From an optimization exercise on the open Yosys and OpenROAD flow, aimed at small area, a short achievable clock period and few clock cycles per item; shortcuts taken in it are not production practice.
Only simulation tests tie the RTL to the original design; equivalence was not proved.

==> flow/design.v (outline; a module is shown in full before it is edited, if it fits) <==
// module multiplierBlock: 3418 lines
// module boothEnc: 8 lines
// module boothEnc0: 8 lines
// module boothXor: 6 lines
// module boothSelN: 6 lines
// module boothSel: 6 lines
// module cpaKill: 6 lines
// module cpaProp: 6 lines
// module gpA: 7 lines
// module gA: 6 lines
// module gpO: 7 lines
// module gO: 6 lines
// module halfAdderNs: 6 lines
// module halfAdderNc: 6 lines
// module fullAdder: 7 lines
// module halfAdder: 7 lines
// module systolicArray: 24 lines
// module dataOrchestrator: 2 lines
// module matrixMultiplierSmall: 27 lines
module matrixMultiplierSmall #(
    parameter int WIDTH = 16,
    parameter int N = 3
)(
    input  logic        clk,
    input  logic        rst_n,
    input  logic        start,
    input  logic [N*N*WIDTH-1:0] matrixA,
    input  logic [N*N*WIDTH-1:0] matrixB,
    output logic [N*N*2*WIDTH-1:0] resultMatrix,
    output logic        done
);
  // ...
==> flow/flow/run.sh <==
#!/bin/bash
# The standard layout, with the ports buffered by buf_4 cells instead of the
# slow delay buffers buffer_ports picks by default.
set -e
cp standard.sh standard.sh.txt
echo "export BUFFER_PORTS_ARGS = -buffer_cell sky130_fd_sc_hd__buf_4" >> "$FLOW_CONFIG"
bash standard.sh > standard.log 2>&1
==> flow/standard.sh <==
#!/bin/bash
# synth_recipe.tcl (not shown) runs the flow's synth.tcl, then flattens the netlist and writes it again
# the make line also repeats each setting of config.mk as NAME=value (left out here)
make -C /OpenROAD-flow-scripts/flow DESIGN_CONFIG=/design/flow/config.mk WORK_HOME=/design/flow/orfs CLKGATE_MAP_FILE= SYNTH_SCRIPT=/design/flow/synth_recipe.tcl "${@:-finish}"
==> flow/config.mk <==
export PLATFORM = sky130hd
export DESIGN_NAME = matrixMultiplierSmall
export DESIGN_NICKNAME = matrixMultiplierSmall
export VERILOG_FILES = /design/flow/design.v
export SDC_FILE = /design/flow/constraint.sdc
export NUM_CORES = 4
export LEC_CHECK = 0
export CAP_MARGIN = 20
export CORE_MARGIN = 2
export CORE_UTILIZATION = 40
export GPL_TIMING_DRIVEN = 0
export PLACE_DENSITY = 0.6
export SETUP_SLACK_MARGIN = 0.3
export SLEW_MARGIN = 20
export SYNTH_HIERARCHICAL = 1
export BUFFER_PORTS_ARGS = -buffer_cell sky130_fd_sc_hd__buf_4
==> flow/constraint.sdc <==
create_clock -name core_clock -period 8.0 [get_ports {clk}]
set_input_delay 1.6000 -clock core_clock [delete_from_list [all_inputs] [get_ports {clk}]]
set_output_delay 1.6000 -clock core_clock [all_outputs]
set_load 0.01 [all_outputs]
==> results.txt, run 1 <==
post-synthesis compound-gate area fraction=20.8%; Antenna Diode Count=55; Setup crit end=resultMatrix[205]; Global Route met1 Usage=42.3%; Die Y=634 um; Post-Synth Adder-Cell Area=44.0%; CLK BUF=48; Post-synth top flop=edfxtp_1; drt total wl=706,000 um; Placed Area=172,000 um2; GRT met3 Usage=11.2%; routed length on met2=297,000 um; GR Util All Layers=33.5%; post_cts resized=373; Startpoint Class=input port; 1st-iter DRT viols=21,100; I/O pin count=580; Highest Clock Rate=0.130 GHz; EDFF count, synth=288; Register Area=8670 um2; Multi-input gate area=151,000 um2; dpl hpwl=542,000 um; die area=402,000 um2; worst min path class=input port to flop; number of multi-input logic gates=14,400; DR WL met3=94,300 um; crit path from=matrixB[49]; Synth Warn #=7; area leader, netlist=fa_1; GRT Max-Usage Layer=met2; clock buffer depth=3; Starting Density=40.2%; CP max-delay cell=xnor2_1; gpl congestion=0.992; status=no timing/DRC/antenna violations; initial antenna violation count=63; global route overflow=0; Post-CTS Hold Fix Bufs=0; Top Metal Used=met5
Testbench counts, summed over its fixed seeds: cycles 1,608, items 1,600.
==> run 2: changes to the inputs <==
--- a/flow/design.v
+++ b/flow/design.v
@@ -1984,17 +1984,19 @@
 boothSelN bsp29 (.onen(onen1), .twon(twon2), .x(t13), .y(t12), .p(p29));
 boothSelN bsp30 (.onen(onen1), .twon(twon2), .x(t14), .y(t13), .p(p30));
 boothSelN bsp31 (.onen(onen1), .twon(twon2), .x(t15), .y(t14), .p(p31));
 boothSelN bsp32 (.onen(onen1), .twon(twon2), .x(t16), .y(t15), .p(p32));
 boothSelN bsp33 (.onen(onen1), .twon(twon2), .x(t17), .y(t16), .p(p33));
 boothSelN bsp34 (.onen(onen1), .twon(twon2), .x(t18), .y(t17), .p(p34));
 boothSelN bsp35 (.onen(onen1), .twon(twon2), .x(t19), .y(t18), .p(p35));
 boothSel bsp36 (.onen(onen1), .twon(twon2), .x(t19), .y(t19), .p(p36));
-boothEnc beonen37 (.b2(b[3]), .b1(b[2]), .b0(b[1]), .onen(onen37), .twon(twon38), .lsbn(lsbn39));
+boothOneN beonen37 (.b1(b[2]), .b0(b[1]), .onen(onen37));
+boothTwoN btonen37 (.b2(b[3]), .b1(b[2]), .b0(b[1]), .twon(twon38));
+boothLsbN blonen37 (.b2(b[3]), .b1(b[2]), .b0(b[1]), .lsbn(lsbn39));
 boothXor bxt40 (.a(a[0]), .neg(b[3]), .t(t40));
 boothXor bxt41 (.a(a[1]), .neg(b[3]), .t(t41));
 boothXor bxt42 (.a(a[2]), .neg(b[3]), .t(t42));
 boothXor bxt43 (.a(a[3]), .neg(b[3]), .t(t43));
 boothXor bxt44 (.a(a[4]), .neg(b[3]), .t(t44));
 boothXor bxt45 (.a(a[5]), .neg(b[3]), .t(t45));
 boothXor bxt46 (.a(a[6]), .neg(b[3]), .t(t46));
 boothXor bxt47 (.a(a[7]), .neg(b[3]), .t(t47));
@@ -2018,17 +2020,19 @@
 boothSelN bsp65 (.onen(onen37), .twon(twon38), .x(t49), .y(t48), .p(p65));
 boothSelN bsp66 (.onen(onen37), .twon(twon38), .x(t50), .y(t49), .p(p66));
 boothSelN bsp67 (.onen(onen37), .twon(twon38), .x(t51), .y(t50), .p(p67));
 boothSelN bsp68 (.onen(onen37), .twon(twon38), .x(t52), .y(t51), .p(p68));
 boothSelN bsp69 (.onen(onen37), .twon(twon38), .x(t53), .y(t52), .p(p69));
 boothSelN bsp70 (.onen(onen37), .twon(twon38), .x(t54), .y(t53), .p(p70));
 boothSelN bsp71 (.onen(onen37), .twon(twon38), .x(t55), .y(t54), .p(p71));
 boothSel bsp72 (.onen(onen37), .twon(twon38), .x(t55), .y(t55), .p(p72));
-boothEnc beonen73 (.b2(b[5]), .b1(b[4]), .b0(b[3]), .onen(onen73), .twon(twon74), .lsbn(lsbn75));
+boothOneN beonen73 (.b1(b[4]), .b0(b[3]), .onen(onen73));
+boothTwoN btonen73 (.b2(b[5]), .b1(b[4]), .b0(b[3]), .twon(twon74));
+boothLsbN blonen73 (.b2(b[5]), .b1(b[4]), .b0(b[3]), .lsbn(lsbn75));
 boothXor bxt76 (.a(a[0]), .neg(b[5]), .t(t76));
 boothXor bxt77 (.a(a[1]), .neg(b[5]), .t(t77));
 boothXor bxt78 (.a(a[2]), .neg(b[5]), .t(t78));
 boothXor bxt79 (.a(a[3]), .neg(b[5]), .t(t79));
 boothXor bxt80 (.a(a[4]), .neg(b[5]), .t(t80));
 boothXor bxt81 (.a(a[5]), .neg(b[5]), .t(t81));
 boothXor bxt82 (.a(a[6]), .neg(b[5]), .t(t82));
 boothXor bxt83 (.a(a[7]), .neg(b[5]), .t(t83));
@@ -2052,17 +2056,19 @@
 boothSelN bsp101 (.onen(onen73), .twon(twon74), .x(t85), .y(t84), .p(p101));
 boothSelN bsp102 (.onen(onen73), .twon(twon74), .x(t86), .y(t85), .p(p102));
 boothSelN bsp103 (.onen(onen73), .twon(twon74), .x(t87), .y(t86), .p(p103));
 boothSelN bsp104 (.onen(onen73), .twon(twon74), .x(t88), .y(t87), .p(p104));
 boothSelN bsp105 (.onen(onen73), .twon(twon74), .x(t89), .y(t88), .p(p105));
 boothSelN bsp106 (.onen(onen73), .twon(twon74), .x(t90), .y(t89), .p(p106));
 boothSelN bsp107 (.onen(onen73), .twon(twon74), .x(t91), .y(t90), .p(p107));
 boothSel bsp108 (.onen(onen73), .twon(twon74), .x(t91), .y(t91), .p(p108));
-boothEnc beonen109 (.b2(b[7]), .b1(b[6]), .b0(b[5]), .onen(onen109), .twon(twon110), .lsbn(lsbn111));
+boothOneN beonen109 (.b1(b[6]), .b0(b[5]), .onen(onen109));
+boothTwoN btonen109 (.b2(b[7]), .b1(b[6]), .b0(b[5]), .twon(twon110));
+boothLsbN blonen109 (.b2(b[7]), .b1(b[6]), .b0(b[5]), .lsbn(lsbn111));
 boothXor bxt112 (.a(a[0]), .neg(b[7]), .t(t112));
 boothXor bxt113 (.a(a[1]), .neg(b[7]), .t(t113));
 boothXor bxt114 (.a(a[2]), .neg(b[7]), .t(t114));
 boothXor bxt115 (.a(a[3]), .neg(b[7]), .t(t115));
 boothXor bxt116 (.a(a[4]), .neg(b[7]), .t(t116));
 boothXor bxt117 (.a(a[5]), .neg(b[7]), .t(t117));
 boothXor bxt118 (.a(a[6]), .neg(b[7]), .t(t118));
 boothXor bxt119 (.a(a[7]), .neg(b[7]), .t(t119));
@@ -2086,17 +2092,19 @@
 boothSelN bsp137 (.onen(onen109), .twon(twon110), .x(t121), .y(t120), .p(p137));
 boothSelN bsp138 (.onen(onen109), .twon(twon110), .x(t122), .y(t121), .p(p138));
 boothSelN bsp139 (.onen(onen109), .twon(twon110), .x(t123), .y(t122), .p(p139));
 boothSelN bsp140 (.onen(onen109), .twon(twon110), .x(t124), .y(t123), .p(p140));
 boothSelN bsp141 (.onen(onen109), .twon(twon110), .x(t125), .y(t124), .p(p141));
 boothSelN bsp142 (.onen(onen109), .twon(twon110), .x(t126), .y(t125), .p(p142));
 boothSelN bsp143 (.onen(onen109), .twon(twon110), .x(t127), .y(t126), .p(p143));
 boothSel bsp144 (.onen(onen109), .twon(twon110), .x(t127), .y(t127), .p(p144));
-boothEnc beonen145 (.b2(b[9]), .b1(b[8]), .b0(b[7]), .onen(onen145), .twon(twon146), .lsbn(lsbn147));
+boothOneN beonen145 (.b1(b[8]), .b0(b[7]), .onen(onen145));
+boothTwoN btonen145 (.b2(b[9]), .b1(b[8]), .b0(b[7]), .twon(twon146));
+boothLsbN blonen145 (.b2(b[9]), .b1(b[8]), .b0(b[7]), .lsbn(lsbn147));
 boothXor bxt148 (.a(a[0]), .neg(b[9]), .t(t148));
 boothXor bxt149 (.a(a[1]), .neg(b[9]), .t(t149));
 boothXor bxt150 (.a(a[2]), .neg(b[9]), .t(t150));
 boothXor bxt151 (.a(a[3]), .neg(b[9]), .t(t151));
 boothXor bxt152 (.a(a[4]), .neg(b[9]), .t(t152));
 boothXor bxt153 (.a(a[5]), .neg(b[9]), .t(t153));
 boothXor bxt154 (.a(a[6]), .neg(b[9]), .t(t154));
 boothXor bxt155 (.a(a[7]), .neg(b[9]), .t(t155));
@@ -2120,17 +2128,19 @@
 boothSelN bsp173 (.onen(onen145), .twon(twon146), .x(t157), .y(t156), .p(p173));
 boothSelN bsp174 (.onen(onen145), .twon(twon146), .x(t158), .y(t157), .p(p174));
 boothSelN bsp175 (.onen(onen145), .twon(twon146), .x(t159), .y(t158), .p(p175));
 boothSelN bsp176 (.onen(onen145), .twon(twon146), .x(t160), .y(t159), .p(p176));
 boothSelN bsp177 (.onen(onen145), .twon(twon146), .x(t161), .y(t160), .p(p177));
 boothSelN bsp178 (.onen(onen145), .twon(twon146), .x(t162), .y(t161), .p(p178));
 boothSelN bsp179 (.onen(onen145), .twon(twon146), .x(t163), .y(t162), .p(p179));
 boothSel bsp180 (.onen(onen145), .twon(twon146), .x(t163), .y(t163), .p(p180));
-boothEnc beonen181 (.b2(b[11]), .b1(b[10]), .b0(b[9]), .onen(onen181), .twon(twon182), .lsbn(lsbn183));
+boothOneN beonen181 (.b1(b[10]), .b0(b[9]), .onen(onen181));
+boothTwoN btonen181 (.b2(b[11]), .b1(b[10]), .b0(b[9]), .twon(twon182));
+boothLsbN blonen181 (.b2(b[11]), .b1(b[10]), .b0(b[9]), .lsbn(lsbn183));
 boothXor bxt184 (.a(a[0]), .neg(b[11]), .t(t184));
 boothXor bxt185 (.a(a[1]), .neg(b[11]), .t(t185));
 boothXor bxt186 (.a(a[2]), .neg(b[11]), .t(t186));
 boothXor bxt187 (.a(a[3]), .neg(b[11]), .t(t187));
 boothXor bxt188 (.a(a[4]), .neg(b[11]), .t(t188));
 boothXor bxt189 (.a(a[5]), .neg(b[11]), .t(t189));
 boothXor bxt190 (.a(a[6]), .neg(b[11]), .t(t190));
 boothXor bxt191 (.a(a[7]), .neg(b[11]), .t(t191));
@@ -2154,17 +2164,19 @@
 boothSelN bsp209 (.onen(onen181), .twon(twon182), .x(t193), .y(t192), .p(p209));
 boothSelN bsp210 (.onen(onen181), .twon(twon182), .x(t194), .y(t193), .p(p210));
 boothSelN bsp211 (.onen(onen181), .twon(twon182), .x(t195), .y(t194), .p(p211));
 boothSelN bsp212 (.onen(onen181), .twon(twon182), .x(t196), .y(t195), .p(p212));
 boothSelN bsp213 (.onen(onen181), .twon(twon182), .x(t197), .y(t196), .p(p213));
 boothSelN bsp214 (.onen(onen181), .twon(twon182), .x(t198), .y(t197), .p(p214));
 boothSelN bsp215 (.onen(onen181), .twon(twon182), .x(t199), .y(t198), .p(p215));
 boothSel bsp216 (.onen(onen181), .twon(twon182), .x(t199), .y(t199), .p(p216));
-boothEnc beonen217 (.b2(b[13]), .b1(b[12]), .b0(b[11]), .onen(onen217), .twon(twon218), .lsbn(lsbn219));
+boothOneN beonen217 (.b1(b[12]), .b0(b[11]), .onen(onen217));
+boothTwoN btonen217 (.b2(b[13]), .b1(b[12]), .b0(b[11]), .twon(twon218));
+boothLsbN blonen217 (.b2(b[13]), .b1(b[12]), .b0(b[11]), .lsbn(lsbn219));
 boothXor bxt220 (.a(a[0]), .neg(b[13]), .t(t220));
 boothXor bxt221 (.a(a[1]), .neg(b[13]), .t(t221));
 boothXor bxt222 (.a(a[2]), .neg(b[13]), .t(t222));
 boothXor bxt223 (.a(a[3]), .neg(b[13]), .t(t223));
 boothXor bxt224 (.a(a[4]), .neg(b[13]), .t(t224));
 boothXor bxt225 (.a(a[5]), .neg(b[13]), .t(t225));
 boothXor bxt226 (.a(a[6]), .neg(b[13]), .t(t226));
 boothXor bxt227 (.a(a[7]), .neg(b[13]), .t(t227));
@@ -2188,17 +2200,19 @@
 boothSelN bsp245 (.onen(onen217), .twon(twon218), .x(t229), .y(t228), .p(p245));
 boothSelN bsp246 (.onen(onen217), .twon(twon218), .x(t230), .y(t229), .p(p246));
 boothSelN bsp247 (.onen(onen217), .twon(twon218), .x(t231), .y(t230), .p(p247));
 boothSelN bsp248 (.onen(onen217), .twon(twon218), .x(t232), .y(t231), .p(p248));
 boothSelN bsp249 (.onen(onen217), .twon(twon218), .x(t233), .y(t232), .p(p249));
 boothSelN bsp250 (.onen(onen217), .twon(twon218), .x(t234), .y(t233), .p(p250));
 boothSelN bsp251 (.onen(onen217), .twon(twon218), .x(t235), .y(t234), .p(p251));
 boothSel bsp252 (.onen(onen217), .twon(twon218), .x(t235), .y(t235), .p(p252));
-boothEnc beonen253 (.b2(b[15]), .b1(b[14]), .b0(b[13]), .onen(onen253), .twon(twon254), .lsbn(lsbn255));
+boothOneN beonen253 (.b1(b[14]), .b0(b[13]), .onen(onen253));
+boothTwoN btonen253 (.b2(b[15]), .b1(b[14]), .b0(b[13]), .twon(twon254));
+boothLsbN blonen253 (.b2(b[15]), .b1(b[14]), .b0(b[13]), .lsbn(lsbn255));
 boothXor bxt256 (.a(a[0]), .neg(b[15]), .t(t256));
 boothXor bxt257 (.a(a[1]), .neg(b[15]), .t(t257));
 boothXor bxt258 (.a(a[2]), .neg(b[15]), .t(t258));
 boothXor bxt259 (.a(a[3]), .neg(b[15]), .t(t259));
 boothXor bxt260 (.a(a[4]), .neg(b[15]), .t(t260));
 boothXor bxt261 (.a(a[5]), .neg(b[15]), .t(t261));
 boothXor bxt262 (.a(a[6]), .neg(b[15]), .t(t262));
 boothXor bxt263 (.a(a[7]), .neg(b[15]), .t(t263));
@@ -2256,17 +2270,19 @@
 boothSelN bsp317 (.onen(onen289), .twon(twon290), .x(t301), .y(t300), .p(p317));
 boothSelN bsp318 (.onen(onen289), .twon(twon290), .x(t302), .y(t301), .p(p318));
 boothSelN bsp319 (.onen(onen289), .twon(twon290), .x(t303), .y(t302), .p(p319));
 boothSelN bsp320 (.onen(onen289), .twon(twon290), .x(t304), .y(t303), .p(p320));
 boothSelN bsp321 (.onen(onen289), .twon(twon290), .x(t305), .y(t304), .p(p321));
 boothSelN bsp322 (.onen(onen289), .twon(twon290), .x(t306), .y(t305), .p(p322));
 boothSelN bsp323 (.onen(onen289), .twon(twon290), .x(t307), .y(t306), .p(p323));
 boothSel bsp324 (.onen(onen289), .twon(twon290), .x(t307), .y(t307), .p(p324));
-boothEnc beonen325 (.b2(b[19]), .b1(b[18]), .b0(b[17]), .onen(onen325), .twon(twon326), .lsbn(lsbn327));
+boothOneN beonen325 (.b1(b[18]), .b0(b[17]), .onen(onen325));
+boothTwoN btonen325 (.b2(b[19]), .b1(b[18]), .b0(b[17]), .twon(twon326));
+boothLsbN blonen325 (.b2(b[19]), .b1(b[18]), .b0(b[17]), .lsbn(lsbn327));
 boothXor bxt328 (.a(a[16]), .neg(b[19]), .t(t328));
 boothXor bxt329 (.a(a[17]), .neg(b[19]), .t(t329));
 boothXor bxt330 (.a(a[18]), .neg(b[19]), .t(t330));
 boothXor bxt331 (.a(a[19]), .neg(b[19]), .t(t331));
 boothXor bxt332 (.a(a[20]), .neg(b[19]), .t(t332));
 boothXor bxt333 (.a(a[21]), .neg(b[19]), .t(t333));
 boothXor bxt334 (.a(a[22]), .neg(b[19]), .t(t334));
 boothXor bxt335 (.a(a[23]), .neg(b[19]), .t(t335));
@@ -2290,17 +2306,19 @@
 boothSelN bsp353 (.onen(onen325), .twon(twon326), .x(t337), .y(t336), .p(p353));
 boothSelN bsp354 (.onen(onen325), .twon(twon326), .x(t338), .y(t337), .p(p354));
 boothSelN bsp355 (.onen(onen325), .twon(twon326), .x(t339), .y(t338), .p(p355));
 boothSelN bsp356 (.onen(onen325), .twon(twon326), .x(t340), .y(t339), .p(p356));
 boothSelN bsp357 (.onen(onen325), .twon(twon326), .x(t341), .y(t340), .p(p357));
 boothSelN bsp358 (.onen(onen325), .twon(twon326), .x(t342), .y(t341), .p(p358));
 boothSelN bsp359 (.onen(onen325), .twon(twon326), .x(t343), .y(t342), .p(p359));
 boothSel bsp360 (.onen(onen325), .twon(twon326), .x(t343), .y(t343), .p(p360));
-boothEnc beonen361 (.b2(b[21]), .b1(b[20]), .b0(b[19]), .onen(onen361), .twon(twon362), .lsbn(lsbn363));
+boothOneN beonen361 (.b1(b[20]), .b0(b[19]), .onen(onen361));
+boothTwoN btonen361 (.b2(b[21]), .b1(b[20]), .b0(b[19]), .twon(twon362));
+boothLsbN blonen361 (.b2(b[21]), .b1(b[20]), .b0(b[19]), .lsbn(lsbn363));
 boothXor bxt364 (.a(a[16]), .neg(b[21]), .t(t364));
 boothXor bxt365 (.a(a[17]), .neg(b[21]), .t(t365));
 boothXor bxt366 (.a(a[18]), .neg(b[21]), .t(t366));
 boothXor bxt367 (.a(a[19]), .neg(b[21]), .t(t367));
 boothXor bxt368 (.a(a[20]), .neg(b[21]), .t(t368));
 boothXor bxt369 (.a(a[21]), .neg(b[21]), .t(t369));
 boothXor bxt370 (.a(a[22]), .neg(b[21]), .t(t370));
 boothXor bxt371 (.a(a[23]), .neg(b[21]), .t(t371));
@@ -2324,17 +2342,19 @@
 boothSelN bsp389 (.onen(onen361), .twon(twon362), .x(t373), .y(t372), .p(p389));
 boothSelN bsp390 (.onen(onen361), .twon(twon362), .x(t374), .y(t373), .p(p390));
 boothSelN bsp391 (.onen(onen361), .twon(twon362), .x(t375), .y(t374), .p(p391));
 boothSelN bsp392 (.onen(onen361), .twon(twon362), .x(t376), .y(t375), .p(p392));
 boothSelN bsp393 (.onen(onen361), .twon(twon362), .x(t377), .y(t376), .p(p393));
 boothSelN bsp394 (.onen(onen361), .twon(twon362), .x(t378), .y(t377), .p(p394));
 boothSelN bsp395 (.onen(onen361), .twon(twon362), .x(t379), .y(t378), .p(p395));
 boothSel bsp396 (.onen(onen361), .twon(twon362), .x(t379), .y(t379), .p(p396));
-boothEnc beonen397 (.b2(b[23]), .b1(b[22]), .b0(b[21]), .onen(onen397), .twon(twon398), .lsbn(lsbn399));
+boothOneN beonen397 (.b1(b[22]), .b0(b[21]), .onen(onen397));
+boothTwoN btonen397 (.b2(b[23]), .b1(b[22]), .b0(b[21]), .twon(twon398));
+boothLsbN blonen397 (.b2(b[23]), .b1(b[22]), .b0(b[21]), .lsbn(lsbn399));
 boothXor bxt400 (.a(a[16]), .neg(b[23]), .t(t400));
 boothXor bxt401 (.a(a[17]), .neg(b[23]), .t(t401));
 boothXor bxt402 (.a(a[18]), .neg(b[23]), .t(t402));
 boothXor bxt403 (.a(a[19]), .neg(b[23]), .t(t403));
 boothXor bxt404 (.a(a[20]), .neg(b[23]), .t(t404));
 boothXor bxt405 (.a(a[21]), .neg(b[23]), .t(t405));
 boothXor bxt406 (.a(a[22]), .neg(b[23]), .t(t406));
 boothXor bxt407 (.a(a[23]), .neg(b[23]), .t(t407));
@@ -2358,17 +2378,19 @@
 boothSelN bsp425 (.onen(onen397), .twon(twon398), .x(t409), .y(t408), .p(p425));
 boothSelN bsp426 (.onen(onen397), .twon(twon398), .x(t410), .y(t409), .p(p426));
 boothSelN bsp427 (.onen(onen397), .twon(twon398), .x(t411), .y(t410), .p(p427));
 boothSelN bsp428 (.onen(onen397), .twon(twon398), .x(t412), .y(t411), .p(p428));
 boothSelN bsp429 (.onen(onen397), .twon(twon398), .x(t413), .y(t412), .p(p429));
 boothSelN bsp430 (.onen(onen397), .twon(twon398), .x(t414), .y(t413), .p(p430));
 boothSelN bsp431 (.onen(onen397), .twon(twon398), .x(t415), .y(t414), .p(p431));
 boothSel bsp432 (.onen(onen397), .twon(twon398), .x(t415), .y(t415), .p(p432));
-boothEnc beonen433 (.b2(b[25]), .b1(b[24]), .b0(b[23]), .onen(onen433), .twon(twon434), .lsbn(lsbn435));
+boothOneN beonen433 (.b1(b[24]), .b0(b[23]), .onen(onen433));
+boothTwoN btonen433 (.b2(b[25]), .b1(b[24]), .b0(b[23]), .twon(twon434));
+boothLsbN blonen433 (.b2(b[25]), .b1(b[24]), .b0(b[23]), .lsbn(lsbn435));
 boothXor bxt436 (.a(a[16]), .neg(b[25]), .t(t436));
 boothXor bxt437 (.a(a[17]), .neg(b[25]), .t(t437));
 boothXor bxt438 (.a(a[18]), .neg(b[25]), .t(t438));
 boothXor bxt439 (.a(a[19]), .neg(b[25]), .t(t439));
 boothXor bxt440 (.a(a[20]), .neg(b[25]), .t(t440));
 boothXor bxt441 (.a(a[21]), .neg(b[25]), .t(t441));
 boothXor bxt442 (.a(a[22]), .neg(b[25]), .t(t442));
 boothXor bxt443 (.a(a[23]), .neg(b[25]), .t(t443));
@@ -2392,17 +2414,19 @@
 boothSelN bsp461 (.onen(onen433), .twon(twon434), .x(t445), .y(t444), .p(p461));
 boothSelN bsp462 (.onen(onen433), .twon(twon434), .x(t446), .y(t445), .p(p462));
 boothSelN bsp463 (.onen(onen433), .twon(twon434), .x(t447), .y(t446), .p(p463));
 boothSelN bsp464 (.onen(onen433), .twon(twon434), .x(t448), .y(t447), .p(p464));
 boothSelN bsp465 (.onen(onen433), .twon(twon434), .x(t449), .y(t448), .p(p465));
 boothSelN bsp466 (.onen(onen433), .twon(twon434), .x(t450), .y(t449), .p(p466));
 boothSelN bsp467 (.onen(onen433), .twon(twon434), .x(t451), .y(t450), .p(p467));
 boothSel bsp468 (.onen(onen433), .twon(twon434), .x(t451), .y(t451), .p(p468));
-boothEnc beonen469 (.b2(b[27]), .b1(b[26]), .b0(b[25]), .onen(onen469), .twon(twon470), .lsbn(lsbn471));
+boothOneN beonen469 (.b1(b[26]), .b0(b[25]), .onen(onen469));
+boothTwoN btonen469 (.b2(b[27]), .b1(b[26]), .b0(b[25]), .twon(twon470));
+boothLsbN blonen469 (.b2(b[27]), .b1(b[26]), .b0(b[25]), .lsbn(lsbn471));
 boothXor bxt472 (.a(a[16]), .neg(b[27]), .t(t472));
 boothXor bxt473 (.a(a[17]), .neg(b[27]), .t(t473));
 boothXor bxt474 (.a(a[18]), .neg(b[27]), .t(t474));
 boothXor bxt475 (.a(a[19]), .neg(b[27]), .t(t475));
 boothXor bxt476 (.a(a[20]), .neg(b[27]), .t(t476));
 boothXor bxt477 (.a(a[21]), .neg(b[27]), .t(t477));
 boothXor bxt478 (.a(a[22]), .neg(b[27]), .t(t478));
 boothXor bxt479 (.a(a[23]), .neg(b[27]), .t(t479));
@@ -2426,17 +2450,19 @@
 boothSelN bsp497 (.onen(onen469), .twon(twon470), .x(t481), .y(t480), .p(p497));
 boothSelN bsp498 (.onen(onen469), .twon(twon470), .x(t482), .y(t481), .p(p498));
 boothSelN bsp499 (.onen(onen469), .twon(twon470), .x(t483), .y(t482), .p(p499));
 boothSelN bsp500 (.onen(onen469), .twon(twon470), .x(t484), .y(t483), .p(p500));
 boothSelN bsp501 (.onen(onen469), .twon(twon470), .x(t485), .y(t484), .p(p501));
 boothSelN bsp502 (.onen(onen469), .twon(twon470), .x(t486), .y(t485), .p(p502));
 boothSelN bsp503 (.onen(onen469), .twon(twon470), .x(t487), .y(t486), .p(p503));
 boothSel bsp504 (.onen(onen469), .twon(twon470), .x(t487), .y(t487), .p(p504));
-boothEnc beonen505 (.b2(b[29]), .b1(b[28]), .b0(b[27]), .onen(onen505), .twon(twon506), .lsbn(lsbn507));
+boothOneN beonen505 (.b1(b[28]), .b0(b[27]), .onen(onen505));
+boothTwoN btonen505 (.b2(b[29]), .b1(b[28]), .b0(b[27]), .twon(twon506));
+boothLsbN blonen505 (.b2(b[29]), .b1(b[28]), .b0(b[27]), .lsbn(lsbn507));
 boothXor bxt508 (.a(a[16]), .neg(b[29]), .t(t508));
 boothXor bxt509 (.a(a[17]), .neg(b[29]), .t(t509));
 boothXor bxt510 (.a(a[18]), .neg(b[29]), .t(t510));
 boothXor bxt511 (.a(a[19]), .neg(b[29]), .t(t511));
 boothXor bxt512 (.a(a[20]), .neg(b[29]), .t(t512));
 boothXor bxt513 (.a(a[21]), .neg(b[29]), .t(t513));
 boothXor bxt514 (.a(a[22]), .neg(b[29]), .t(t514));
 boothXor bxt515 (.a(a[23]), .neg(b[29]), .t(t515));
@@ -2460,17 +2486,19 @@
 boothSelN bsp533 (.onen(onen505), .twon(twon506), .x(t517), .y(t516), .p(p533));
 boothSelN bsp534 (.onen(onen505), .twon(twon506), .x(t518), .y(t517), .p(p534));
 boothSelN bsp535 (.onen(onen505), .twon(twon506), .x(t519), .y(t518), .p(p535));
 boothSelN bsp536 (.onen(onen505), .twon(twon506), .x(t520), .y(t519), .p(p536));
 boothSelN bsp537 (.onen(onen505), .twon(twon506), .x(t521), .y(t520), .p(p537));
 boothSelN bsp538 (.onen(onen505), .twon(twon506), .x(t522), .y(t521), .p(p538));
 boothSelN bsp539 (.onen(onen505), .twon(twon506), .x(t523), .y(t522), .p(p539));
 boothSel bsp540 (.onen(onen505), .twon(twon506), .x(t523), .y(t523), .p(p540));
-boothEnc beonen541 (.b2(b[31]), .b1(b[30]), .b0(b[29]), .onen(onen541), .twon(twon542), .lsbn(lsbn543));
+boothOneN beonen541 (.b1(b[30]), .b0(b[29]), .onen(onen541));
+boothTwoN btonen541 (.b2(b[31]), .b1(b[30]), .b0(b[29]), .twon(twon542));
+boothLsbN blonen541 (.b2(b[31]), .b1(b[30]), .b0(b[29]), .lsbn(lsbn543));
 boothXor bxt544 (.a(a[16]), .neg(b[31]), .t(t544));
 boothXor bxt545 (.a(a[17]), .neg(b[31]), .t(t545));
 boothXor bxt546 (.a(a[18]), .neg(b[31]), .t(t546));
 boothXor bxt547 (.a(a[19]), .neg(b[31]), .t(t547));
 boothXor bxt548 (.a(a[20]), .neg(b[31]), .t(t548));
 boothXor bxt549 (.a(a[21]), .neg(b[31]), .t(t549));
 boothXor bxt550 (.a(a[22]), .neg(b[31]), .t(t550));
 boothXor bxt551 (.a(a[23]), .neg(b[31]), .t(t551));
@@ -2528,17 +2556,19 @@
 boothSelN bsp605 (.onen(onen577), .twon(twon578), .x(t589), .y(t588), .p(p605));
 boothSelN bsp606 (.onen(onen577), .twon(twon578), .x(t590), .y(t589), .p(p606));
 boothSelN bsp607 (.onen(onen577), .twon(twon578), .x(t591), .y(t590), .p(p607));
 boothSelN bsp608 (.onen(onen577), .twon(twon578), .x(t592), .y(t591), .p(p608));
 boothSelN bsp609 (.onen(onen577), .twon(twon578), .x(t593), .y(t592), .p(p609));
 boothSelN bsp610 (.onen(onen577), .twon(twon578), .x(t594), .y(t593), .p(p610));
 boothSelN bsp611 (.onen(onen577), .twon(twon578), .x(t595), .y(t594), .p(p611));
 boothSel bsp612 (.onen(onen577), .twon(twon578), .x(t595), .y(t595), .p(p612));
-boothEnc beonen613 (.b2(b[35]), .b1(b[34]), .b0(b[33]), .onen(onen613), .twon(twon614), .lsbn(lsbn615));
+boothOneN beonen613 (.b1(b[34]), .b0(b[33]), .onen(onen613));
+boothTwoN btonen613 (.b2(b[35]), .b1(b[34]), .b0(b[33]), .twon(twon614));
+boothLsbN blonen613 (.b2(b[35]), .b1(b[34]), .b0(b[33]), .lsbn(lsbn615));
 boothXor bxt616 (.a(a[32]), .neg(b[35]), .t(t616));
 boothXor bxt617 (.a(a[33]), .neg(b[35]), .t(t617));
 boothXor bxt618 (.a(a[34]), .neg(b[35]), .t(t618));
 boothXor bxt619 (.a(a[35]), .neg(b[35]), .t(t619));
 boothXor bxt620 (.a(a[36]), .neg(b[35]), .t(t620));
 boothXor bxt621 (.a(a[37]), .neg(b[35]), .t(t621));
 boothXor bxt622 (.a(a[38]), .neg(b[35]), .t(t622));
 boothXor bxt623 (.a(a[39]), .neg(b[35]), .t(t623));
@@ -2562,17 +2592,19 @@
 boothSelN bsp641 (.onen(onen613), .twon(twon614), .x(t625), .y(t624), .p(p641));
 boothSelN bsp642 (.onen(onen613), .twon(twon614), .x(t626), .y(t625), .p(p642));
 boothSelN bsp643 (.onen(onen613), .twon(twon614), .x(t627), .y(t626), .p(p643));
 boothSelN bsp644 (.onen(onen613), .twon(twon614), .x(t628), .y(t627), .p(p644));
 boothSelN bsp645 (.onen(onen613), .twon(twon614), .x(t629), .y(t628), .p(p645));
 boothSelN bsp646 (.onen(onen613), .twon(twon614), .x(t630), .y(t629), .p(p646));
 boothSelN bsp647 (.onen(onen613), .twon(twon614), .x(t631), .y(t630), .p(p647));
 boothSel bsp648 (.onen(onen613), .twon(twon614), .x(t631), .y(t631), .p(p648));
-boothEnc beonen649 (.b2(b[37]), .b1(b[36]), .b0(b[35]), .onen(onen649), .twon(twon650), .lsbn(lsbn651));
+boothOneN beonen649 (.b1(b[36]), .b0(b[35]), .onen(onen649));
+boothTwoN btonen649 (.b2(b[37]), .b1(b[36]), .b0(b[35]), .twon(twon650));
+boothLsbN blonen649 (.b2(b[37]), .b1(b[36]), .b0(b[35]), .lsbn(lsbn651));
 boothXor bxt652 (.a(a[32]), .neg(b[37]), .t(t652));
 boothXor bxt653 (.a(a[33]), .neg(b[37]), .t(t653));
 boothXor bxt654 (.a(a[34]), .neg(b[37]), .t(t654));
 boothXor bxt655 (.a(a[35]), .neg(b[37]), .t(t655));
 boothXor bxt656 (.a(a[36]), .neg(b[37]), .t(t656));
 boothXor bxt657 (.a(a[37]), .neg(b[37]), .t(t657));
 boothXor bxt658 (.a(a[38]), .neg(b[37]), .t(t658));
 boothXor bxt659 (.a(a[39]), .neg(b[37]), .t(t659));
@@ -2596,17 +2628,19 @@
 boothSelN bsp677 (.onen(onen649), .twon(twon650), .x(t661), .y(t660), .p(p677));
 boothSelN bsp678 (.onen(onen649), .twon(twon650), .x(t662), .y(t661), .p(p678));
 boothSelN bsp679 (.onen(onen649), .twon(twon650), .x(t663), .y(t662), .p(p679));
 boothSelN bsp680 (.onen(onen649), .twon(twon650), .x(t664), .y(t663), .p(p680));
 boothSelN bsp681 (.onen(onen649), .twon(twon650), .x(t665), .y(t664), .p(p681));
 boothSelN bsp682 (.onen(onen649), .twon(twon650), .x(t666), .y(t665), .p(p682));
 boothSelN bsp683 (.onen(onen649), .twon(twon650), .x(t667), .y(t666), .p(p683));
 boothSel bsp684 (.onen(onen649), .twon(twon650), .x(t667), .y(t667), .p(p684));
-boothEnc beonen685 (.b2(b[39]), .b1(b[38]), .b0(b[37]), .onen(onen685), .twon(twon686), .lsbn(lsbn687));
+boothOneN beonen685 (.b1(b[38]), .b0(b[37]), .onen(onen685));
+boothTwoN btonen685 (.b2(b[39]), .b1(b[38]), .b0(b[37]), .twon(twon686));
+boothLsbN blonen685 (.b2(b[39]), .b1(b[38]), .b0(b[37]), .lsbn(lsbn687));
 boothXor bxt688 (.a(a[32]), .neg(b[39]), .t(t688));
 boothXor bxt689 (.a(a[33]), .neg(b[39]), .t(t689));
 boothXor bxt690 (.a(a[34]), .neg(b[39]), .t(t690));
 boothXor bxt691 (.a(a[35]), .neg(b[39]), .t(t691));
 boothXor bxt692 (.a(a[36]), .neg(b[39]), .t(t692));
 boothXor bxt693 (.a(a[37]), .neg(b[39]), .t(t693));
 boothXor bxt694 (.a(a[38]), .neg(b[39]), .t(t694));
 boothXor bxt695 (.a(a[39]), .neg(b[39]), .t(t695));
@@ -2630,17 +2664,19 @@
 boothSelN bsp713 (.onen(onen685), .twon(twon686), .x(t697), .y(t696), .p(p713));
 boothSelN bsp714 (.onen(onen685), .twon(twon686), .x(t698), .y(t697), .p(p714));
 boothSelN bsp715 (.onen(onen685), .twon(twon686), .x(t699), .y(t698), .p(p715));
 boothSelN bsp716 (.onen(onen685), .twon(twon686), .x(t700), .y(t699), .p(p716));
 boothSelN bsp717 (.onen(onen685), .twon(twon686), .x(t701), .y(t700), .p(p717));
 boothSelN bsp718 (.onen(onen685), .twon(twon686), .x(t702), .y(t701), .p(p718));
 boothSelN bsp719 (.onen(onen685), .twon(twon686), .x(t703), .y(t702), .p(p719));
 boothSel bsp720 (.onen(onen685), .twon(twon686), .x(t703), .y(t703), .p(p720));
-boothEnc beonen721 (.b2(b[41]), .b1(b[40]), .b0(b[39]), .onen(onen721), .twon(twon722), .lsbn(lsbn723));
+boothOneN beonen721 (.b1(b[40]), .b0(b[39]), .onen(onen721));
+boothTwoN btonen721 (.b2(b[41]), .b1(b[40]), .b0(b[39]), .twon(twon722));
+boothLsbN blonen721 (.b2(b[41]), .b1(b[40]), .b0(b[39]), .lsbn(lsbn723));
 boothXor bxt724 (.a(a[32]), .neg(b[41]), .t(t724));
 boothXor bxt725 (.a(a[33]), .neg(b[41]), .t(t725));
 boothXor bxt726 (.a(a[34]), .neg(b[41]), .t(t726));
 boothXor bxt727 (.a(a[35]), .neg(b[41]), .t(t727));
 boothXor bxt728 (.a(a[36]), .neg(b[41]), .t(t728));
 boothXor bxt729 (.a(a[37]), .neg(b[41]), .t(t729));
 boothXor bxt730 (.a(a[38]), .neg(b[41]), .t(t730));
 boothXor bxt731 (.a(a[39]), .neg(b[41]), .t(t731));
@@ -2664,17 +2700,19 @@
 boothSelN bsp749 (.onen(onen721), .twon(twon722), .x(t733), .y(t732), .p(p749));
 boothSelN bsp750 (.onen(onen721), .twon(twon722), .x(t734), .y(t733), .p(p750));
 boothSelN bsp751 (.onen(onen721), .twon(twon722), .x(t735), .y(t734), .p(p751));
 boothSelN bsp752 (.onen(onen721), .twon(twon722), .x(t736), .y(t735), .p(p752));
 boothSelN bsp753 (.onen(onen721), .twon(twon722), .x(t737), .y(t736), .p(p753));
 boothSelN bsp754 (.onen(onen721), .twon(twon722), .x(t738), .y(t737), .p(p754));
 boothSelN bsp755 (.onen(onen721), .twon(twon722), .x(t739), .y(t738), .p(p755));
 boothSel bsp756 (.onen(onen721), .twon(twon722), .x(t739), .y(t739), .p(p756));
-boothEnc beonen757 (.b2(b[43]), .b1(b[42]), .b0(b[41]), .onen(onen757), .twon(twon758), .lsbn(lsbn759));
+boothOneN beonen757 (.b1(b[42]), .b0(b[41]), .onen(onen757));
+boothTwoN btonen757 (.b2(b[43]), .b1(b[42]), .b0(b[41]), .twon(twon758));
+boothLsbN blonen757 (.b2(b[43]), .b1(b[42]), .b0(b[41]), .lsbn(lsbn759));
 boothXor bxt760 (.a(a[32]), .neg(b[43]), .t(t760));
 boothXor bxt761 (.a(a[33]), .neg(b[43]), .t(t761));
 boothXor bxt762 (.a(a[34]), .neg(b[43]), .t(t762));
 boothXor bxt763 (.a(a[35]), .neg(b[43]), .t(t763));
 boothXor bxt764 (.a(a[36]), .neg(b[43]), .t(t764));
 boothXor bxt765 (.a(a[37]), .neg(b[43]), .t(t765));
 boothXor bxt766 (.a(a[38]), .neg(b[43]), .t(t766));
 boothXor bxt767 (.a(a[39]), .neg(b[43]), .t(t767));
@@ -2698,17 +2736,19 @@
 boothSelN bsp785 (.onen(onen757), .twon(twon758), .x(t769), .y(t768), .p(p785));
 boothSelN bsp786 (.onen(onen757), .twon(twon758), .x(t770), .y(t769), .p(p786));
 boothSelN bsp787 (.onen(onen757), .twon(twon758), .x(t771), .y(t770), .p(p787));
 boothSelN bsp788 (.onen(onen757), .twon(twon758), .x(t772), .y(t771), .p(p788));
 boothSelN bsp789 (.onen(onen757), .twon(twon758), .x(t773), .y(t772), .p(p789));
 boothSelN bsp790 (.onen(onen757), .twon(twon758), .x(t774), .y(t773), .p(p790));
 boothSelN bsp791 (.onen(onen757), .twon(twon758), .x(t775), .y(t774), .p(p791));
 boothSel bsp792 (.onen(onen757), .twon(twon758), .x(t775), .y(t775), .p(p792));
-boothEnc beonen793 (.b2(b[45]), .b1(b[44]), .b0(b[43]), .onen(onen793), .twon(twon794), .lsbn(lsbn795));
+boothOneN beonen793 (.b1(b[44]), .b0(b[43]), .onen(onen793));
+boothTwoN btonen793 (.b2(b[45]), .b1(b[44]), .b0(b[43]), .twon(twon794));
+boothLsbN blonen793 (.b2(b[45]), .b1(b[44]), .b0(b[43]), .lsbn(lsbn795));
 boothXor bxt796 (.a(a[32]), .neg(b[45]), .t(t796));
 boothXor bxt797 (.a(a[33]), .neg(b[45]), .t(t797));
 boothXor bxt798 (.a(a[34]), .neg(b[45]), .t(t798));
 boothXor bxt799 (.a(a[35]), .neg(b[45]), .t(t799));
 boothXor bxt800 (.a(a[36]), .neg(b[45]), .t(t800));
 boothXor bxt801 (.a(a[37]), .neg(b[45]), .t(t801));
 boothXor bxt802 (.a(a[38]), .neg(b[45]), .t(t802));
 boothXor bxt803 (.a(a[39]), .neg(b[45]), .t(t803));
@@ -2732,17 +2772,19 @@
 boothSelN bsp821 (.onen(onen793), .twon(twon794), .x(t805), .y(t804), .p(p821));
 boothSelN bsp822 (.onen(onen793), .twon(twon794), .x(t806), .y(t805), .p(p822));
 boothSelN bsp823 (.onen(onen793), .twon(twon794), .x(t807), .y(t806), .p(p823));
 boothSelN bsp824 (.onen(onen793), .twon(twon794), .x(t808), .y(t807), .p(p824));
 boothSelN bsp825 (.onen(onen793), .twon(twon794), .x(t809), .y(t808), .p(p825));
 boothSelN bsp826 (.onen(onen793), .twon(twon794), .x(t810), .y(t809), .p(p826));
 boothSelN bsp827 (.onen(onen793), .twon(twon794), .x(t811), .y(t810), .p(p827));
 boothSel bsp828 (.onen(onen793), .twon(twon794), .x(t811), .y(t811), .p(p828));
-boothEnc beonen829 (.b2(b[47]), .b1(b[46]), .b0(b[45]), .onen(onen829), .twon(twon830), .lsbn(lsbn831));
+boothOneN beonen829 (.b1(b[46]), .b0(b[45]), .onen(onen829));
+boothTwoN btonen829 (.b2(b[47]), .b1(b[46]), .b0(b[45]), .twon(twon830));
+boothLsbN blonen829 (.b2(b[47]), .b1(b[46]), .b0(b[45]), .lsbn(lsbn831));
 boothXor bxt832 (.a(a[32]), .neg(b[47]), .t(t832));
 boothXor bxt833 (.a(a[33]), .neg(b[47]), .t(t833));
 boothXor bxt834 (.a(a[34]), .neg(b[47]), .t(t834));
 boothXor bxt835 (.a(a[35]), .neg(b[47]), .t(t835));
 boothXor bxt836 (.a(a[36]), .neg(b[47]), .t(t836));
 boothXor bxt837 (.a(a[37]), .neg(b[47]), .t(t837));
 boothXor bxt838 (.a(a[38]), .neg(b[47]), .t(t838));
 boothXor bxt839 (.a(a[39]), .neg(b[47]), .t(t839));
@@ -3411,22 +3453,32 @@
 assign dot[25] = (pn1684 ^ G1940);
 assign dot[26] = (pn1686 ^ G1942);
 assign dot[27] = (pn1688 ^ G1944);
 assign dot[28] = (pn1690 ^ G1945);
 assign dot[29] = (pn1692 ^ G1946);
 assign dot[30] = (pn1694 ^ G1947);
 assign dot[31] = (pn1696 ^ G1948);
 endmodule
-module boothEnc (
-    input  logic b2, b1, b0,
-    output logic onen, twon, lsbn
+module boothOneN (
+    input  logic b1, b0,
+    output logic onen
 );
 assign onen = ~(b1 ^ b0);
+endmodule
+module boothTwoN (
+    input  logic b2, b1, b0,
+    output logic twon
+);
 assign twon = ~((b2 & ~b1 & ~b0) | (~b2 & b1 & b0));
+endmodule
+module boothLsbN (
+    input  logic b2, b1, b0,
+    output logic lsbn
+);
 assign lsbn = ~b2 & (b1 | b0);
 endmodule
 module boothEnc0 (
     input  logic b2, b1,
     output logic onen, twon, lsbn
 );
 assign onen = ~b1;
 assign twon = ~(b2 & ~b1);
==> flow/flow/run.sh (replaced) <==
#!/bin/bash
# The standard layout, with two changes:
# - the ports are buffered by buf_4 cells instead of the slow delay buffers
#   buffer_ports picks by default;
# - after the standard synthesis, the a21oi_2 and o21ai_2 cells that ABC sized
#   up inside the small prefix-merge modules go back to their _1 sizes (the
#   same functions); the layout's timing repair sizes up the ones that need it.
set -e
cp standard.sh standard.sh.txt
echo "export BUFFER_PORTS_ARGS = -buffer_cell sky130_fd_sc_hd__buf_4" >> "$FLOW_CONFIG"
RES="$PWD/orfs/results/$FLOW_PLATFORM/matrixMultiplierSmall/base"
bash standard.sh "$RES/1_2_yosys.v" > synth.log 2>&1
python3 flow/downsize.py "$RES/1_2_yosys.v" > downsize.log 2>&1
bash standard.sh > standard.log 2>&1
==> flow/flow/downsize.py (new file) <==
#!/usr/bin/env python3
"""Swap sized-up AOI/OAI cells in the synthesized netlist for their _1 sizes."""
import re, sys
path = sys.argv[1]
t = open(path).read()
swaps = {'sky130_fd_sc_hd__a21oi_2': 'sky130_fd_sc_hd__a21oi_1',
         'sky130_fd_sc_hd__o21ai_2': 'sky130_fd_sc_hd__o21ai_1'}
for old, new in swaps.items():
    n = len(re.findall(r'\b%s\b' % old, t))
    t = re.sub(r'\b%s\b' % old, new, t)
    print(f'{old} -> {new}: {n}')
open(path, 'w').write(t)
==> results.txt, run 2 <==
status=no timing/DRC/antenna violations (unchanged); RSZ-0062 raised after global routing=yes (unchanged); layout cells sized above 1=9.52% (was 15.8%); Buffers on Ports=579 (unchanged); gpl congestion=0.977 (was 0.992); antenna viol nets, final=0 (unchanged); worst slew pin tran=1250 ps (was 1270 ps); synthesized net count=18,600 (was 19,300); CTS Buf Count=40 (was 41); I/O pin count=580 (unchanged); FP Rows=227 (was 231); Post-CTS Hold Fix Bufs=0 (unchanged); Relative slew margins=16.4% (was 14.7%); DR vias/cell=6.61 (was 6.54); cell count after synthesis=14,900 (was 15,500); clock buffer depth=3 (unchanged); Hold Vio Cnt, Final=0 (unchanged); commonest non-fill, non-tap cell in the layout=xor2_1 (unchanged); CP peak stage delay=540 ps (was 800 ps); Regs by FF count=resultMatrix x288, done x1 (unchanged); clk slew on worst S/H paths=50 ps (was 70 ps); Setup Viol. Count Final=0 (unchanged); Die Y=625 um (was 634 um); vias after detailed routing=138,000 (was 143,000); initial antenna violation count=49 (was 63); crit-path cells=buf_12 > nor3b_1 > a21oi_2 > buf_6 > o22ai_1 > fa_1 > fa_1 > fa_1 > fa_1 > fa_1 > fa_1 > fa_1 > fa_1 > xnor2_2 > nor2_1 > nand2_1 > nor2_1 > nand2_1 > o21ai_1 > xor2_1 (was buf_16 > inv_1 > ha_1 > clkinvlp_4 > buf_4 > buf_4 > o22ai_1 > fa_1 > fa_1 > fa_1 > fa_1 > fa_1 > or2_1 > xnor2_1 > xnor2_2 > nor2_1 > nand2_1 > nor2_1 > a21oi_2 > xnor2_1); first-pass GRT wire length=945,000 um (was 983,000 um); Cell Area, Synth=154,000 um2 (was 159,000 um2); vias in the first global route=139,000 (was 143,000); Avg WL per Cell=31.6 um (was 32.4 um); Final #Nets=19,500 (was 20,300); Crit Path Max Fanout=72 (was 66); Highest Clock Rate=0.130 GHz (about the same); Residual DRC=0 (unchanged); die width=625 um (was 634 um); Inst Count DP=20,600 (was 21,300); Startpoint Class=input port (unchanged); post-route setup slack=331 ps (was 286 ps); Layout Utilization=45.7% (about the same); die area=390,000 um2 (was 402,000 um2); non-filler cells in the finished layout=20,900 (was 21,800); GR Util All Layers=32.7% (was 33.5%); CP Class=input port to flop (unchanged); CTS root buf=clkbuf_16 (unchanged); Setup TNS Final=0 ps (unchanged); hold_sp=rst_n (unchanged); Slew Limit Fails=0 (unchanged); Synth Warn #=7 (unchanged); WP data arrival=8180 ps (was 8120 ps); layout overhead on the synthesized area=13.5% (was 13.8%); global route overflow=0 (unchanged); crit path from=matrixB[41] (was matrixB[49]); most frequent cells in the layout=3,602 x xor2_1, 3,452 x o22ai_1, 3,366 x fa_1, 693 x buf_4, 639 x nand2_1 (was 3,600 x xor2_1, 3,409 x o22ai_1, 3,355 x fa_1, 816 x buf_4, 771 x nor2_1); core area=383,000 um2 (was 396,000 um2); CTS Sinks=289 (unchanged); 1st-iter DRT viols=17,600 (was 21,100); largest net degree at the start of global routing=91 (was 79); worst min path class=input port to flop (unchanged); max_cap viols=0 (unchanged); most used cell, CP=fa_1 (unchanged); CTS tree=done (unchanged); fin crit period=7670 ps (was 7710 ps); Biggest register=resultMatrix (unchanged); Starting Density=40.3% (was 40.2%); CP required=8510 ps (was 8410 ps); max reg flops=288 (unchanged); final worst path period share=95.9% (was 96.4%); drt total wl=661,000 um (was 706,000 um); Worst setup EP type=flop (unchanged); syn avg cell area=10.4 um2 (was 10.3 um2); Place WS=-1490 ps (was -1720 ps); dpl hpwl=519,000 um (was 542,000 um); CP max-delay cell=fa_1 (was xnor2_1); # H-tree levels=2 (unchanged); DRT Pass-1 Iters=7 (unchanged)
-- run 2: final cells by class --
cell class | count | area, um2
tap | 5038 | 6300
clock inverter | 25 | 343
inverter | 135 | 507
sequential | 289 | 8670
timing repair buffer | 871 | 8340
clock buffer | 45 | 1020
multi-input combinational | 14400 | 150000
fill | 36500 | 208000
buffer | 18 | 135
antenna | 22 | 55.1
-- run 2: routing by layer --
metal  vias up  global-route usage, %  part of all wire, %
met5         -                      0                0.055
met4        56                   16.3                  6.3
met3      1821                   10.3                   12
met2      9828                   49.3                   43
met1     70100                   42.2                   38
li1      56300                      -                    -
-- run 2: what timing repair did --
item	CTS	global route
setup buffers	19	165
gates cloned	0	11
pin swaps	8	58
endpoints found under the setup margin	159	148
resized for setup	258	260
-- run 2: worst paths after layout --
check | end | slack, ps | depth (start not counted)
worst max-delay path | resultMatrix[287] | 330 | 20
worst min-delay path | done | 1070 | 2
-- run 2: per-stage QoR --
stage          instance area (um2)  hold slack (ps)
3_5_place_dp                168000             1810
6_report                    175000             1070
5_1_grt                     175000             1070
2_1_floorplan               154000             1710
4_1_cts                     171000             1000
3_3_place_gp                165000             1810
-- run 2: worst max-delay path: cells and delay by family --
family / cells / cell delay [ps]
adders and majority gates: 8 / 3590
xor gates and xnor gates: 2 / 550
AOI/OAI and AO/OA: 3 / 920
and+or+nand+nor: 5 / 800
buffers and inverters: 2 / 610
Testbench counts of run 2, summed over its fixed seeds: cycles 1,608, items 1,600.
==> run 3: changes to the inputs <==
--- a/flow/config.mk
+++ b/flow/config.mk
@@ -8,7 +8,7 @@
 export CAP_MARGIN = 20
 export CORE_MARGIN = 2
 export CORE_UTILIZATION = 40
-export GPL_TIMING_DRIVEN = 0
+export GPL_TIMING_DRIVEN = 1
 export PLACE_DENSITY = 0.6
 export SETUP_SLACK_MARGIN = 0.3
 export SLEW_MARGIN = 20
==> results.txt, run 3 <==
status=no timing/DRC/antenna violations (unchanged); hold_sp=rst_n (unchanged); layout cells sized above 1=13.8% (was 9.52%); FP Rows=227 (unchanged); Crit Path Max Fanout=12 (was 72); Layout fillers=36,800 (was 36,500); RSZ-0062 raised after global routing=no (was yes); initial antenna violation count=28 (was 49); most used cell, CP=fa_1 (unchanged); antenna viol nets, final=0 (unchanged); Cell Area, Synth=154,000 um2 (unchanged); Startpoint Class=input port (unchanged); synthesized net count=18,600 (unchanged); commonest non-fill, non-tap cell in the layout=xor2_1 (unchanged); DR vias/cell=6.37 (was 6.61); Avg WL per Cell=31.9 um (was 31.6 um); CP required=8520 ps (was 8510 ps); most frequent cells in the layout=3,618 x xor2_1, 3,456 x o22ai_1, 3,366 x fa_1, 2,102 x buf_4, 648 x xnor2_1 (was 3,602 x xor2_1, 3,452 x o22ai_1, 3,366 x fa_1, 693 x buf_4, 639 x nand2_1); Hold Vio Cnt, Final=0 (unchanged); drt total wl=711,000 um (was 661,000 um); Place WS=-313 ps (was -1490 ps); CTS Buf Count=43 (was 40); CP Class=input port to flop (unchanged); layout overhead on the synthesized area=17.0% (was 13.5%); buffers and inverters on the worst path=2 (unchanged); vias in the first global route=145,000 (was 139,000); I/O pin count=580 (unchanged); worst min path class=input port to flop (unchanged); syn avg cell area=10.4 um2 (unchanged); Worst Hold Path Cells=2 (unchanged); max_cap viols=0 (unchanged); GR Util All Layers=35.7% (was 32.7%); CTS tree=done (unchanged); Residual DRC=0 (unchanged); hold_ws=1050 ps (was 1070 ps); Final #Nets=20,800 (was 19,500); max reg flops=288 (unchanged); Biggest register=resultMatrix (unchanged); CP peak stage delay=860 ps (was 540 ps); Relative slew margins=21.2% (was 16.4%); Worst setup EP type=flop (unchanged); CP max-delay cell=xnor2_1 (was fa_1); first-pass GRT wire length=1,010,000 um (was 945,000 um); Worst Hold Path EP=done (unchanged); die area=390,000 um2 (unchanged); 1st-iter DRT viols=17,400 (was 17,600); # H-tree levels=2 (unchanged); Synth Warn #=7 (unchanged); worst slew pin tran=1170 ps (was 1250 ps); Die Y=625 um (unchanged); crit-path leading delay family=adder cells (unchanged); largest net degree at the start of global routing=112 (was 91); WP data arrival=8050 ps (was 8180 ps); Setup Viol. Count Final=0 (unchanged); crit-path cells=buf_4 > xnor2_1 > o22ai_1 > fa_1 > fa_1 > fa_1 > fa_1 > fa_1 > fa_1 > fa_1 > fa_1 > xnor2_1 > nor2_1 > a21oi_1 > o21ai_1 > a21oi_1 > o21ai_1 > xor2_1 > buf_4 (was buf_12 > nor3b_1 > a21oi_2 > buf_6 > o22ai_1 > fa_1 > fa_1 > fa_1 > fa_1 > fa_1 > fa_1 > fa_1 > fa_1 > xnor2_2 > nor2_1 > nand2_1 > nor2_1 > nand2_1 > o21ai_1 > xor2_1); clock buffer depth=3 (unchanged); Highest Clock Rate=0.133 GHz (was 0.130 GHz); cell count after synthesis=14,900 (unchanged); Starting Density=40.3% (unchanged); global route overflow=0 (unchanged); gpl congestion=1.04 (was 0.977); dpl hpwl=608,000 um (was 519,000 um); die width=625 um (unchanged); CTS root buf=clkbuf_16 (unchanged); Regs by FF count=resultMatrix x288, done x1 (unchanged); clk slew on worst S/H paths=60 ps (was 50 ps); DRT Pass-1 Iters=6 (was 7); final worst path period share=94.2% (was 95.9%); Buffers on Ports=579 (unchanged); CTS Sinks=289 (unchanged); vias after detailed routing=142,000 (was 138,000); Slew Limit Fails=0 (unchanged); core area=383,000 um2 (unchanged); post-route setup slack=468 ps (was 331 ps); fin crit period=7530 ps (was 7670 ps)
## run 3: cell types whose count changed in the layout (fill, tap and decap cells not counted), sizes merged
cell / change
a21oi: -1
buf: +1364
bufinv: -5
clkbuf: -10
clkinv: +5
inv: +6
## run 3: worst max-delay path by stage
stage / startpoint / to / cells after the start
after floorplan: matrixB[5] / resultMatrix[125] / 18
after global placement: matrixB[131] / resultMatrix[175] / 17
after detailed placement: matrixB[21] / resultMatrix[62] / 21
after CTS: matrixB[21] / resultMatrix[62] / 21
after global routing: matrixB[19] / resultMatrix[249] / 20
final: matrixB[39] / resultMatrix[181] / 19
## run 3: per-stage QoR
| stage | setup TNS, ps | instances | cell area, um2 | utilization [%] |
|---|---|---|---|---|
| final | 0 | 22200 | 180000 | 47.1 |
| after global routing | 0 | 22200 | 180000 | 47.1 |
| after CTS | 0 | 22200 | 180000 | 47.1 |
| after detailed placement | -11430 | 22100 | 179000 | 46.7 |
| after global placement | -23790 | 22100 | 179000 | 46.7 |
| after floorplan | 0 | 14900 | 154000 | - |
## run 3: metal layers
layer	share of wire, %	vias to the layer above	track usage [%]
li1	-	59000	-
met1	39	72300	46.3
met2	43	8860	54.1
met3	11	1613	9.84
met4	6.6	12	19.5
met5	0.013	-	0
## run 3: repair_timing
action                     CTS  global route
gates resized for setup      0             7
setup endpoints to repair    0            26
setup buffers                0             0
hold buffers                 0             0
hold endpoints to repair     0             0
## run 3: cell type report
| type | instances | area (um2) | share of cell area (%) |
|---|---|---|---|
| inverter | 135 | 507 | 0.281 |
| sequential | 289 | 8670 | 4.81 |
| clock buffer | 47 | 1090 | 0.605 |
| tap | 5038 | 6300 | 3.49 |
| antenna | 22 | 55.1 | 0.0305 |
| multi-input combinational | 14400 | 145000 | 80.3 |
| timing repair buffer | 2241 | 18600 | 10.3 |
| clock inverter | 31 | 302 | 0.167 |
==> run 4: changes to the inputs <==
--- a/flow/config.mk
+++ b/flow/config.mk
@@ -7,8 +7,8 @@
 export LEC_CHECK = 0
 export CAP_MARGIN = 20
 export CORE_MARGIN = 2
-export CORE_UTILIZATION = 40
-export GPL_TIMING_DRIVEN = 1
+export CORE_UTILIZATION = 46
+export GPL_TIMING_DRIVEN = 0
 export PLACE_DENSITY = 0.6
 export SETUP_SLACK_MARGIN = 0.3
 export SLEW_MARGIN = 20
==> results.txt, run 4 <==
syn avg cell area=10.4 um2 (unchanged); synthesized net count=18,600 (unchanged); Final #Nets=19,600 (was 20,800); Startpoint Class=input port (unchanged); DRT Pass-1 Iters=10 (was 6); Synth Warn #=7 (unchanged); Post-CTS Hold Fix Bufs=0 (unchanged); CTS Buf Count=38 (was 43); post-route setup slack=253 ps (was 468 ps); global route overflow=0 (unchanged); 1st-iter DRT viols=20,500 (was 17,400); CP Class=input port to flop (unchanged); antenna viol nets, final=0 (unchanged); Setup Viol. Count Final=0 (unchanged); clk slew on worst S/H paths=70 ps (was 60 ps); vias after detailed routing=140,000 (was 142,000); Cell Area, Synth=154,000 um2 (unchanged); vias in the first global route=141,000 (was 145,000); Die Y=583 um (was 625 um); Inst Count DP=19,900 (was 22,100); most frequent cells in the layout=3,592 x xor2_1, 3,455 x o22ai_1, 3,366 x fa_1, 768 x buf_4, 639 x nand2_1 (was 3,618 x xor2_1, 3,456 x o22ai_1, 3,366 x fa_1, 2,102 x buf_4, 648 x xnor2_1); max_cap viols=0 (unchanged); fin crit period=7750 ps (was 7530 ps); Avg WL per Cell=33.5 um (was 31.9 um); CP required=8440 ps (was 8520 ps); layout cells sized above 1=10.3% (was 13.8%); largest net degree at the start of global routing=99 (was 112); drt total wl=681,000 um (was 711,000 um); Relative slew margins=10.4% (was 21.2%); RSZ-0062 raised after global routing=yes (was no); I/O pin count=580 (unchanged); CTS Sinks=289 (unchanged); hold_ws=1050 ps (about the same); CTS root buf=clkbuf_16 (unchanged); die width=583 um (was 625 um); FP Rows=212 (was 227); non-filler cells in the finished layout=20,300 (was 22,200); Biggest register=resultMatrix (unchanged); WP data arrival=8190 ps (was 8050 ps); Layout Utilization=52.7% (was 47.1%); Starting Density=46.2% (was 40.3%); DR vias/cell=6.90 (was 6.37); commonest non-fill, non-tap cell in the layout=xor2_1 (unchanged); Highest Clock Rate=0.129 GHz (was 0.133 GHz); Slew Limit Fails=0 (unchanged); clock buffer depth=3 (unchanged); worst min path class=input port to flop (unchanged); worst slew pin tran=1330 ps (was 1170 ps); layout overhead on the synthesized area=13.9% (was 17.0%); Setup TNS Final=0 ps (unchanged); Crit Path Max Fanout=72 (was 12); Buffers on Ports=579 (unchanged); gpl congestion=0.990 (was 1.04); first-pass GRT wire length=967,000 um (was 1,010,000 um); dpl hpwl=526,000 um (was 608,000 um); status=no timing/DRC/antenna violations (unchanged); final worst path period share=96.8% (was 94.2%); Regs by FF count=resultMatrix x288, done x1 (unchanged); max reg flops=288 (unchanged); Hold Vio Cnt, Final=0 (unchanged); die area=340,000 um2 (was 390,000 um2); Residual DRC=0 (unchanged); cell count after synthesis=14,900 (unchanged); Place WS=-1450 ps (was -313 ps); CTS tree=done (unchanged); initial antenna violation count=52 (was 28); # H-tree levels=2 (unchanged); Worst setup EP type=flop (unchanged); GR Util All Layers=38.8% (was 35.7%); core area=333,000 um2 (was 383,000 um2)
[run 4: worst paths after layout]
check / depth (start not counted) / from / slack (ps) / end
worst max-delay path: 18 / matrixB[69] / 250 / resultMatrix[251]
worst min-delay path: 2 / rst_n / 1050 / done
[run 4: critical path, cell delays in order]
cell and delay (ps):
buf_16 170, xnor2_4 620, o22ai_1 200, fa_1 510, fa_1 530, fa_1 480, fa_1 440, fa_1 410
fa_1 460, fa_1 390, fa_1 510, xnor2_2 190, nor2_1 190, nand2_1 170, o21ai_1 380, a21oi_1 120
o21ai_1 150, xor2_2 470
[run 4: layer usage]
| layer | global-route usage, % | routed length, um | vias to the layer above |
|---|---|---|---|
| met2 | 57.6 | 288000 | 10700 |
| met3 | 12.0 | 87700 | 1872 |
| met4 | 19.9 | 44800 | 18 |
| li1 | - | - | 56500 |
| met5 | 0.128 | 132 | - |
| met1 | 51.1 | 260000 | 71200 |
[run 4: final cells by class]
cell class	count	area, um2
well taps	4387	5490
fillers	30600	158000
inverters	135	507
clock buffers	40	980
plain buffers	18	135
repair buffers	953	9060
clock inverters	28	278
flip-flops and latches	289	8670
diodes	28	70.1
multi-input cells	14500	150000
[run 4: repair_timing]
item | CTS | global route
gates resized for setup | 340 | 282
pin swaps | 10 | 103
cloned | 0 | 12
buffers inserted | 42 | 236
setup endpoints to repair | 153 | 150
[run 4: through the flow]
| step | cell area, um2 |
|---|---|
| after floorplan | 154000 |
| after global placement | 164000 |
| after detailed placement | 168000 |
| after CTS | 171000 |
| after global routing | 176000 |
| final | 176000 |

-- static timing again, ports no longer ideal --
No port has a modelled driver above. Below, the same layouts with a new extraction and two added sets of constraints. Step 1: set_driving_cell puts a clkbuf_16 on clk and a buf_2 on each other input, an assumption about the parent block. Step 2 moves the port delays by t, midway between the first and last clock arrival at a register: inputs arrive t later, outputs are due t later. That takes back most of the time a late clock gives input paths. a / b / c = ideal ports / drivers / drivers and shift; a / b = the first two.
| run | shift t [ns] | setup WS [ns] | worst setup path after step 2 | worst register clock-pin slew, ns | worst slew at a driven data input, ns |
|---|---|---|---|---|---|
| run 1 | 0.869 | 0.286 / 0.179 / -0.690 | input to register | 0.09 / 0.09 | 0.52 |
| run 2 | 0.845 | 0.331 / 0.230 / -0.616 | input to register | 0.08 / 0.08 | 0.36 |
| run 3 | 0.875 | 0.468 / 0.561 / -0.314 | input to register | 0.07 / 0.07 | 0.25 |
| run 4 | 0.831 | 0.253 / 0.190 / -0.640 | input to register | 0.09 / 0.09 | 0.28 |
With both steps, setup timing fails in every run listed, where it was met with ideal ports. The setup slack of run 1, which loses most, moves by -0.107 ns with the drivers and by -0.976 ns with both steps.
